This is an optimization exercise on Yosys and OpenROAD, whose aim is small area, not a production implementation.
Where RTL was checked, it was by simulation tests only, not by an equivalence proof against the original.
Power is estimated from default activity; no workload was simulated.

==> flow/design.v (excerpt) <==
module top (
    input CLK,
    input RST,
    input IRDA,
    output DS_EN1, DS_EN2, DS_EN3, DS_EN4,
    output DS_A, DS_B, DS_C, DS_D, DS_E, DS_F, DS_G,
    output TXD
);
Size in the first run: about 250 cells after synthesis, ~57 flip-flops, roughly 15 I/O pins.
export LEC_CHECK = 0
export CAP_MARGIN = 20
export CORE_MARGIN = 2
export CORE_UTILIZATION = 75
export PLACE_DENSITY = 0.9
export SLEW_MARGIN = 20
create_clock -name core_clock -period 20.0 [get_ports {CLK}]
standard.sh (not shown) runs the stock make flow with config.mk's settings and CLKGATE_MAP_FILE= SYNTH_SCRIPT=/design/flow/synth_recipe.tcl, a recipe that flattens the netlist after the stock synthesis.
==> flow/flow/run.sh <==
#!/bin/bash
# Own layout flow: the standard ORFS flow with three changes.
#  1. Synthesis: ORFS's synth.tcl without the extract_fa pass, and ABC run
#     with an area-oriented script (flow/abc.script) instead of the speed one.
#     Registers are mapped before ABC exactly as in the standard synthesis.
#  2. CTS: TritonCTS with clkbuf_4 only and no dummy loads.
#  3. Port buffers are buf_1 (the smallest buffer) instead of the resizer's pick.
# Every tool's output goes to a log file in this folder.
set -euo pipefail
W=$PWD
mkdir -p "$W/own"
sed -e '/^ *extract_fa /d' \
    -e 's|log_cmd abc {\*}\$abc_args|log_cmd abc {*}[lreplace $abc_args 1 1 $::env(OWN_ABC_SCRIPT)]|' \
    "$FLOW_HOME/scripts/synth.tcl" > "$W/own/synth_orfs.tcl"
grep -q 'OWN_ABC_SCRIPT' "$W/own/synth_orfs.tcl"
if grep -q '^ *extract_fa ' "$W/own/synth_orfs.tcl"; then exit 1; fi
export OWN_SYNTH_TCL="$W/own/synth_orfs.tcl"
export OWN_ABC_SCRIPT="$W/flow/abc.script"
make -C "$FLOW_HOME" DESIGN_CONFIG="$W/config.mk" WORK_HOME="$W/orfs" CLKGATE_MAP_FILE= \
    SYNTH_SCRIPT="$W/flow/synth.tcl" ABC_AREA=1 \
    SKIP_REPAIR_TIE_FANOUT=1 BUFFER_PORTS_ARGS="-buffer_cell sky130_fd_sc_hd__buf_1" \
    CTS_ARGS="-sink_clustering_enable -repair_clock_nets -buf_list sky130_fd_sc_hd__clkbuf_4 -dont_use_dummy_load" \
    finish > "$W/make.log" 2>&1
R="$W/orfs/results/$FLOW_PLATFORM/top/base"
: # left out here: write the final layout as DEF
==> flow/flow/abc.script <==
strash
dc2
&get -n
&st
&dch -f
&nf -a -F 20 -A 20 -E 100
&put
==> flow/flow/synth.tcl <==
proc synth {args} { yosys synth -nofsm -noshare {*}$args }
source $::env(OWN_SYNTH_TCL)
# left out here: clear keep_hierarchy, flatten, clean up, hide names made inside functions, write 1_2_yosys.v
The first run ran to the end with no violations.
Change:
--- a/flow/flow/run.sh
+++ b/flow/flow/run.sh
@@ -21 +21 @@
-    SKIP_REPAIR_TIE_FANOUT=1 BUFFER_PORTS_ARGS="-buffer_cell sky130_fd_sc_hd__buf_1" \
+    BUFFER_PORTS_ARGS="-buffer_cell sky130_fd_sc_hd__buf_1" \
CORE_UTILIZATION = 60   (was 75)
PLACE_DENSITY = 0.75   (was 0.9)
Result: The new run produced a clean layout; non-clock buffer count stays the same; hold slack is worse by 18 ps; area after synthesis does not change; cell area climbs by 0.96%; via count falls by 0.71%; total power rises by 0.63%.
Change:
--- a/flow/flow/run.sh
+++ b/flow/flow/run.sh
@@ -21 +21 @@
-    BUFFER_PORTS_ARGS="-buffer_cell sky130_fd_sc_hd__buf_1" \
+    SKIP_REPAIR_TIE_FANOUT=1 BUFFER_PORTS_ARGS="-buffer_cell sky130_fd_sc_hd__buf_1" \
CAP_MARGIN = 10   (was 20)
SLEW_MARGIN = 10   (was 20)
After rerunning: The changed run finished with timing, DRC and antenna clean; total power is about the same; register-to-register slack hardly moves; worst setup slack is worse by 60 ps; wire length is lower by 2.9%; sequential share of layout area is higher by 0.37 points; critical path depth is unchanged; synthesized area does not change; fmax is lower by 0.98%; design area is lower by 0.75%; count of clock-buffer cells in the layout does not change.
Change:
--- a/flow/flow/run.sh
+++ b/flow/flow/run.sh
@@ -2 +2 @@
-# Own layout flow: the standard ORFS flow with three changes.
+# Own layout flow: the standard ORFS flow with four changes.
@@ -7,0 +8 @@
+#  4. Tie cells are not split per load (SKIP_REPAIR_TIE_FANOUT=1).
==> flow/flow/abc.script (replaced) <==
strash
dc2
&get -n
&st
&dch -f
&nf -a -F 20 -A 20 -E 100 -R 100
&put
CAP_MARGIN = 20   (was 10)
SLEW_MARGIN = 20   (was 10)
After rerunning: Count of clock-buffer cells in the layout does not change; non-clock buffer count went down by 1; worst hold slack gets worse by 15 ps; via count went up by 0.68%; clock power went up by about 1%; core utilization went down by 0.57 points; flip-flop and latch count is unchanged; power went up by 0.56%.

========
## the reference run
top, a different RTL version from the one above (not shown whole).
Size: about 240 cells after synthesis, about 70 flip-flops, ~15 I/O pins, roughly 2700 sq um of cells after synthesis.
Design top, start of the top module:
module top (
    input CLK,
    input RST,
    input IRDA,
    output DS_EN1, DS_EN2, DS_EN3, DS_EN4,
    output DS_A, DS_B, DS_C, DS_D, DS_E, DS_F, DS_G,
    output TXD
);
clock: 20.0 ns
lec_check: 0
cap_margin: 20
core_margin: 2
core_utilization: 60
place_density: 0.75
slew_margin: 20
==> flow/flow/run.sh <==
#!/bin/bash
# Own layout flow: the standard ORFS flow with two changes.
#  1. Synthesis: ORFS's synth.tcl without the extract_fa pass, and ABC run
#     with an area-oriented script (flow/abc.script) instead of the speed one.
#     Registers are mapped before ABC exactly as in the standard synthesis.
#  2. CTS: TritonCTS with clkbuf_4 only and no dummy loads.
# Every tool's output goes to a log file in this folder.
set -euo pipefail
W=$PWD
mkdir -p "$W/own"
sed -e '/^ *extract_fa /d' \
    -e 's|log_cmd abc {\*}\$abc_args|log_cmd abc {*}[lreplace $abc_args 1 1 $::env(OWN_ABC_SCRIPT)]|' \
    "$FLOW_HOME/scripts/synth.tcl" > "$W/own/synth_orfs.tcl"
grep -q 'OWN_ABC_SCRIPT' "$W/own/synth_orfs.tcl"
if grep -q '^ *extract_fa ' "$W/own/synth_orfs.tcl"; then exit 1; fi
export OWN_SYNTH_TCL="$W/own/synth_orfs.tcl"
export OWN_ABC_SCRIPT="$W/flow/abc.script"
make -C "$FLOW_HOME" DESIGN_CONFIG="$W/config.mk" WORK_HOME="$W/orfs" CLKGATE_MAP_FILE= \
    SYNTH_SCRIPT="$W/flow/synth.tcl" ABC_AREA=1 \
    CTS_ARGS="-sink_clustering_enable -repair_clock_nets -buf_list sky130_fd_sc_hd__clkbuf_4 -dont_use_dummy_load" \
    finish > "$W/make.log" 2>&1
R="$W/orfs/results/$FLOW_PLATFORM/top/base"
: # left out here: write the final layout as DEF
==> flow/flow/abc.script <==
strash
dc2
&get -n
&st
&dch -f
&nf -a -F 20 -A 20 -E 100
&put
Scripts as last shown in full above: flow/flow/synth.tcl
Edits applied to the flow inputs when going from the reference run to the trial run:
# the reference run
export LEC_CHECK = 0
export CAP_MARGIN = 20
export CORE_MARGIN = 2
export CORE_UTILIZATION = 60
export PLACE_DENSITY = 0.75
export SLEW_MARGIN = 20
create_clock -name core_clock -period 20.0 [get_ports {CLK}]
# the trial run
export LEC_CHECK = 0
export CAP_MARGIN = 20
export CORE_MARGIN = 2
export CORE_UTILIZATION = 60
export CTS_BUF_LIST = sky130_fd_sc_hd__clkbuf_4
export PLACE_DENSITY = 0.75
export SLEW_MARGIN = 20
create_clock -name core_clock -period 20.0 [get_ports {CLK}]
==> flow/run.sh (new file) <==
#!/bin/bash
# synth_recipe.tcl (not shown) runs the flow's synth.tcl, then flattens the netlist and writes it again
# the make line also repeats each setting of config.mk as NAME=value (left out here)
make -C /OpenROAD-flow-scripts/flow DESIGN_CONFIG=/design/flow/config.mk WORK_HOME=/design/flow/orfs CLKGATE_MAP_FILE= SYNTH_SCRIPT=/design/flow/synth_recipe.tcl finish
removed: flow/flow/run.sh
removed: flow/flow/abc.script
removed: flow/flow/synth.tcl
removed: flow/standard.sh
Results
The source of the critical timing path comes out RST in one run and b[0] in the other, namely in the trial run and the reference run respectively.
In the trial run, the worst path setup slack after routing came out 0.0082 ns above the value in the reference run.
Basic-gate share of the synthesized area counting and, or, nand and nor cells: the reference run and the trial run compared, higher one is the trial run
Wire length ends up higher on the trial run.
[compare] base=the reference run new=the trial run: longest individual stage delay on the worst path now larger, design area now larger.
Capture point of the worst path = cr[1]: the trial run; capture point of the worst path = TXD: the reference run

========
top, a different RTL version from the one above (not shown whole).
Size in the first run: ~300 cells after synthesis, ~70 flip-flops, roughly 0.0031 sq mm of cells after synthesis.
==> flow/design.v (excerpt) <==
module top (
    input CLK,
    input RST,
    input IRDA,
    output DS_EN1, DS_EN2, DS_EN3, DS_EN4,
    output DS_A, DS_B, DS_C, DS_D, DS_E, DS_F, DS_G,
    output TXD
);
reg [11:0] dl;
reg [1:0] di;
wire dl_z = ~|dl[10:0];
always @(posedge CLK)
    if (RST) begin
        dl <= 12'd0;
        di <= 2'd0;
    end else begin
        dl <= {dl[10:0], dl[11] ^ dl[5] ^ dl[3] ^ dl[0] ^ dl_z};
        if (dl[11] & dl_z)
            di <= di + 2'd1;
    end
assign DS_EN1 = ~(di == 2'd3);
assign DS_EN2 = ~(di == 2'd2);
assign DS_EN3 = ~(di == 2'd1);
assign DS_EN4 = ~(di == 2'd0);
assign {DS_A, DS_B, DS_C, DS_D, DS_E, DS_F, DS_G} = 7'b1111110;
reg ir_in, pulse;
always @(posedge CLK)
    if (RST) begin
        ir_in <= 1'b0;
        pulse <= 1'b0;
    end else begin
        ir_in <= ~IRDA;
        pulse <= ir_in;
    end
wire ir_edge = ir_in ^ pulse;
reg [5:0]  cr;
reg [14:0] cq;
wire cr_last = cr[5] & cr[4] & cr[1] & cr[0];
wire wrap = cr[4] & cr[3] & cr[1] &                    
            cq[14] & cq[12] & cq[8] & cq[7] & cq[6] &  
            cq[5] & cq[3] & cq[1] & cq[0];
always @(posedge CLK)
    if (RST | ir_edge | wrap | cr_last)
        cr <= 6'd0;
    else
        cr <= {cr[4:0], ~(cr[5] ^ cr[0])};
always @(posedge CLK)
    if (RST | ir_edge | wrap)
        cq <= 15'd0;
    else if (cr_last)
        cq <= cq + 15'd1;
reg [14:0] dur;
always @(posedge CLK)
    if (ir_edge)
        dur <= cq;
reg [3:0] b;
reg [3:0] c;
reg [2:0] char_cnt;
reg [6:0] data;
wire idle = (b == 4'd9);
wire load = idle & (c == 4'd7);
wire bit_end = (c == 4'd9);
  ...
export LEC_CHECK = 0
export CAP_MARGIN = 20
export CORE_MARGIN = 2
export CORE_UTILIZATION = 70
export CTS_BUF_LIST = sky130_fd_sc_hd__clkbuf_4 sky130_fd_sc_hd__clkbuf_8
export CTS_CLUSTER_DIAMETER = 500
export CTS_CLUSTER_SIZE = 100
export PLACE_DENSITY = 0.8
export SLEW_MARGIN = 20
create_clock -name core_clock -period 20.0 [get_ports {CLK}]
run.sh (not shown) runs the stock make flow with config.mk's settings and CLKGATE_MAP_FILE= SYNTH_SCRIPT=/design/flow/synth_recipe.tcl, a recipe that flattens the netlist after the stock synthesis.
Stock flow here: none of the scripts above is used.
Edit:
CORE_UTILIZATION = 40   (was 70)
CTS_BUF_LIST = default   (was sky130_fd_sc_hd__clkbuf_4 sky130_fd_sc_hd__clkbuf_8)
CTS_CLUSTER_DIAMETER = default   (was 500)
CTS_CLUSTER_SIZE = default   (was 100)
PLACE_DENSITY = 0.6   (was 0.8)
What happened:
- wire length shrinks by 2.9%
- maximum frequency increases by 0.55%
- sequential share of layout area shrinks by 0.71 points
Function was not checked in any run of this note: the RTL went through the layout flow alone.

what the ideal ports hide:
The flow's constraints put no driver on any port. The routed layouts listed below were extracted and timed again, unchanged, in two steps. Step 1 sets driving cells, clkbuf_16 on the clock port and buf_2 on the other inputs (assumed; they add their load-dependent delay and slew). Step 2 also shifts input and output timing later by t, the mid clock arrival at the registers, as if the neighbouring blocks saw the same clock. a / b / c = ideal ports / drivers / drivers and shift; a / b = the first two.
| run | t, ns | slack for setup (ns) | worst data-port slew with drivers (ns) |
|---|---|---|---|
| the first run of note 1 | 0.403 | 13.848 / 13.822 / 14.226 | 0.03 |
| the second run of note 1 | 0.397 | 13.904 / 13.882 / 14.280 | 0.03 |
| the third run of note 1 | 0.394 | 13.844 / 13.818 / 14.212 | 0.03 |
| the fourth run of note 1 | 0.400 | 13.841 / 13.817 / 14.217 | 0.03 |
| the reference run | 0.425 | 13.975 / 13.951 / 14.116 | 0.03 |
| the trial run | 0.415 | 13.983 / 13.984 / 13.571 | 0.03 |
| the first run of note 3 | 0.363 | 13.903 / 13.877 / 14.001 | 0.03 |
| the second run of note 3 | 0.367 | 13.936 / 13.905 / 14.273 | 0.03 |
After both steps every run listed still meets setup and hold. For the trial run, which loses most, drivers alone change the setup slack by +0.001 ns; drivers and shift together by -0.412 ns.
